This is an optimization exercise on Yosys and OpenROAD, whose aim is small area, not a production implementation. Only simulation tests tie the RTL to the original design; equivalence was not proved. Power figures rest on the tool's default switching activity, not on a simulated workload.

== run M ==
==> module rd_bit, before the edit <==
module rd_bit #(
		parameter n = 272
	)(
		input  wire [n-1:0] d,
		input  wire [n-1:0] s,
		output wire y
	);
	localparam m = (n + 2) / 3;
	wire [3*m-1:0] dd, ss;
	wire [m-1:0] p;		 
	genvar i;
	generate
		if (3*m > n) begin : pad
			assign dd = {{(3*m-n){1'b0}}, d};
			assign ss = {{(3*m-n){1'b0}}, s};
		end else begin : nopad
			assign dd = d;
			assign ss = s;
		end
		for (i = 0; i < m; i = i + 1) begin : leaf
			rd_aoi3 a (.d0(dd[3*i]), .s0(ss[3*i]), .d1(dd[3*i+1]), .s1(ss[3*i+1]),
			           .d2(dd[3*i+2]), .s2(ss[3*i+2]), .y(p[i]));
		end
	endgenerate
	assign y = ~&p;
endmodule
make LEC_CHECK=0 CAP_MARGIN=20 CORE_MARGIN=2 CORE_UTILIZATION=70 CTS_CLUSTER_DIAMETER=70 CTS_CLUSTER_SIZE=28 SLEW_MARGIN=20 SYNTH_HIERARCHICAL=1 SYNTH_MEMORY_MAX_BITS=16384 finish   # period 15.0 ns
run.sh (not shown) runs the stock make flow with config.mk's settings and CLKGATE_MAP_FILE= SYNTH_SCRIPT=/design/flow/synth_recipe.tcl, a recipe that flattens the netlist after the stock synthesis.
Inputs modified between run M and run D:
--- a/flow/design.v
+++ b/flow/design.v
@@ -12,4 +12,10 @@
 	assign y = |(d & s);
 endmodule
+module rd_nand (
+		input  wire d0, s0,
+		output wire y
+	);
+	assign y = ~(d0 & s0);
+endmodule
 module rd_bit #(
 		parameter n = 272
@@ -19,19 +25,15 @@
 		output wire y
 	);
-	localparam m = (n + 2) / 3;
-	wire [3*m-1:0] dd, ss;
-	wire [m-1:0] p;		 
+	localparam m3 = n / 3;		 
+	localparam m1 = n % 3;		 
+	wire [m3+m1-1:0] p;		 
 	genvar i;
 	generate
-		if (3*m > n) begin : pad
-			assign dd = {{(3*m-n){1'b0}}, d};
-			assign ss = {{(3*m-n){1'b0}}, s};
-		end else begin : nopad
-			assign dd = d;
-			assign ss = s;
+		for (i = 0; i < m3; i = i + 1) begin : leaf
+			rd_aoi3 a (.d0(d[3*i]), .s0(s[3*i]), .d1(d[3*i+1]), .s1(s[3*i+1]),
+			           .d2(d[3*i+2]), .s2(s[3*i+2]), .y(p[i]));
 		end
-		for (i = 0; i < m; i = i + 1) begin : leaf
-			rd_aoi3 a (.d0(dd[3*i]), .s0(ss[3*i]), .d1(dd[3*i+1]), .s1(ss[3*i+1]),
-			           .d2(dd[3*i+2]), .s2(ss[3*i+2]), .y(p[i]));
+		for (i = 0; i < m1; i = i + 1) begin : one
+			rd_nand a (.d0(d[3*m3+i]), .s0(s[3*m3+i]), .y(p[m3+i]));
 		end
 	endgenerate
- The final report for run D shows a completed flow and a layout that fails verification, specifically slew limit.
- Count of non-filler cells in the finished layout, run M and run D, lower one = run D.
- The higher multi-input gate share of the layout cell area of run M and run D is in run M.
- Per the comparison of run D with run M, overall die area saw a decrease, share of cell area taken by muxes after synthesis roughly the same, number of ordinary and repair buffers in the finished layout higher.
- Run D gives less post-layout instance area than run M did.
- Compare run M and run D | via count higher: run M
- Lower ratio of cells with drive above 1 in the final layout was reported by run M, not run D.
- Worst hold path stage count: run M vs run D identical
- There was hardly any difference in fraction of area in clock buffers and inverters between run D and run M.
- Run D vs. run M: power went up; core footprint now smaller; met1 layer usage reported by global route went up 0.95 points.

---

instruction_cache, a different RTL version from the one above (not shown whole).
For scale: ~17000 cells after synthesis, about 9200 flip-flops, about 170 I/O pins.
==> flow/config.mk <==
export PLATFORM = sky130hd
export DESIGN_NAME = instruction_cache
export DESIGN_NICKNAME = instruction_cache
export VERILOG_FILES = /design/flow/design.v
export SDC_FILE = /design/flow/constraint.sdc
export NUM_CORES = 8
export LEC_CHECK = 0
export CAP_MARGIN = 20
export CORE_MARGIN = 2
export CORE_UTILIZATION = 70
export CTS_CLUSTER_DIAMETER = 75
export CTS_CLUSTER_SIZE = 26
export SLEW_MARGIN = 30
export SYNTH_HIERARCHICAL = 1
export SYNTH_MEMORY_MAX_BITS = 16384
==> flow/constraint.sdc <==
create_clock -name core_clock -period 15.0 [get_ports {clock}]
set_input_delay 3.0000 -clock core_clock [delete_from_list [all_inputs] [get_ports {clock}]]
set_output_delay 3.0000 -clock core_clock [all_outputs]
set_load 0.01 [all_outputs]
standard.sh (not shown) runs the stock make flow with config.mk's settings and CLKGATE_MAP_FILE= SYNTH_SCRIPT=/design/flow/synth_recipe.tcl, a recipe that flattens the netlist after the stock synthesis.
==> flow/flow/run.sh <==
#!/bin/bash
# Layout flow: the standard flow (standard.sh, unchanged synthesis and
# every other step) with two settings passed to ORFS through the
# environment:
#  - the clock tree is built without dummy loads (same clustering as
#    config.mk's CTS_CLUSTER_SIZE / CTS_CLUSTER_DIAMETER);
#  - the input and output ports are buffered with buf_1 cells.
# standard.sh's full output goes to standard.log in the work folder.
set -o pipefail
export CTS_ARGS="-sink_clustering_enable -repair_clock_nets -sink_clustering_size 26 -sink_clustering_max_diameter 75 -dont_use_dummy_load"
export BUFFER_PORTS_ARGS="-buffer_cell sky130_fd_sc_hd__buf_1"
bash standard.sh > standard.log 2>&1
Next try:
--- a/flow/design.v
+++ b/flow/design.v
@@ -1,26 +1,20 @@
 `timescale 1 ps / 1 ps
 module rd_aoi3 (
 		input  wire d0, s0, d1, s1, d2, s2,
 		output wire y
 	);
 	assign y = ~((d0 & s0) | (d1 & s1) | (d2 & s2));
 endmodule
-module rd_oh4 (
-		input  wire [3:0] d, s,
+module sel_and (
+		input  wire a, b,
 		output wire y
 	);
-	assign y = |(d & s);
-endmodule
-module sel_nor (
-		input  wire an, bn,
-		output wire y
-	);
-	assign y = ~(an | bn);
+	assign y = a & b;
 endmodule
 module rd_nand (
 		input  wire d0, s0,
 		output wire y
 	);
 	assign y = ~(d0 & s0);
 endmodule
 module rd_bit #(
@@ -106,17 +100,17 @@
 		for (w = 0; w < 4; w = w + 1) begin : tway
 			reg [95:0] tring;
 			wire [23:0] tin;
 			ring_mux tm [5:0] (.a(tring[23:0]), .b(tag_t), .s(tins[w]), .sn(~tins[w]), .y(tin));
 			always @(posedge clock)
 				tring <= {tin, tring[95:24]};
 			wire [23:0] t;
 			for (k = 0; k < 24; k = k + 1) begin : tb
-				rd_oh4 m (.d({tring[72+k], tring[48+k], tring[24+k], tring[k]}), .s(tslot_sel), .y(t[k]));
+				rd_bit #(4) m (.d({tring[72+k], tring[48+k], tring[24+k], tring[k]}), .s(tslot_sel), .y(t[k]));
 			end
 			wire over = tag_late & (cp_line == {active_index, w[1:0]});
 			assign h[w] = (over ? eq_t : (t == tag)) & valid_act[w];
 		end
 	endgenerate
 	wire [1:0] lane_add = {h[2] | h[3], h[1] | h[3]};
 	wire index_hit = (active_index == index);
 	wire hit = index_hit & (|h);
@@ -273,17 +267,17 @@
 	wire [15:0] word_sel_f;
 	ring_mux fsel [3:0] (.a(word_sel_p), .b(word_sel_b), .s(bypass_hit), .sn(~bypass_hit), .y(word_sel_f));
 	wire fbuf_hit = bypass_hit | pend_hit;
 	wire [63:0] sw [0:3];	 
 	generate
 		for (k = 0; k < 4; k = k + 1) begin : swy
 			for (s = 0; s < 4; s = s + 1) begin : ssel
 				for (w = 0; w < 16; w = w + 1) begin : wsel
-					sel_nor a (.an(~set_sel[s]), .bn(~word_sel_r[w]), .y(sw[k][16*s+w]));
+					sel_and a (.a(set_sel[s]), .b(word_sel_r[w]), .y(sw[k][16*s+w]));
 				end
 			end
 		end
 	endgenerate
 	wire [31:0] rdata;
 	generate
 		for (k = 0; k < 32; k = k + 1) begin : rb
 			wire [3:0] tw;		 
Result: Utilization decreases by 0.66 points; routed wire length increases slightly; combinational power decreases by a little under a tenth; area after synthesis stays flat; clock power hardly moves.

## what the ideal ports hide
The results above use ideal ports. As a check the final layouts listed here were re-extracted and re-timed, cells and wires unchanged.
Step 1, drivers: a clkbuf_16 drives clock and a buf_2 each remaining input, both assumed.
Step 2 adds t to the input delays and takes it off the output delays; t is the mean of the earliest and latest rising clock arrival at the registers after step 1. Input paths then give back, and output paths get back, about the clock's delay inside the block.
a / b / c = ideal / step 1 / step 2; a / b = the first two.
run | t, ns | setup slack, ns | slew at the worst register clock pin (ns)
run M | 1.154 | 2.839 / 2.818 / 2.818 | 0.11 / 0.11
run D | 1.155 | 2.594 / 2.571 / 2.571 | 0.11 / 0.11
the first run of note 2 | 1.145 | 1.330 / 1.309 / 1.309 | 0.11 / 0.11
the second run of note 2 | 1.143 | 2.009 / 1.983 / 1.983 | 0.11 / 0.11
For the second run of note 2, which loses most, drivers alone change the setup slack by -0.026 ns; drivers and shift together by -0.026 ns.
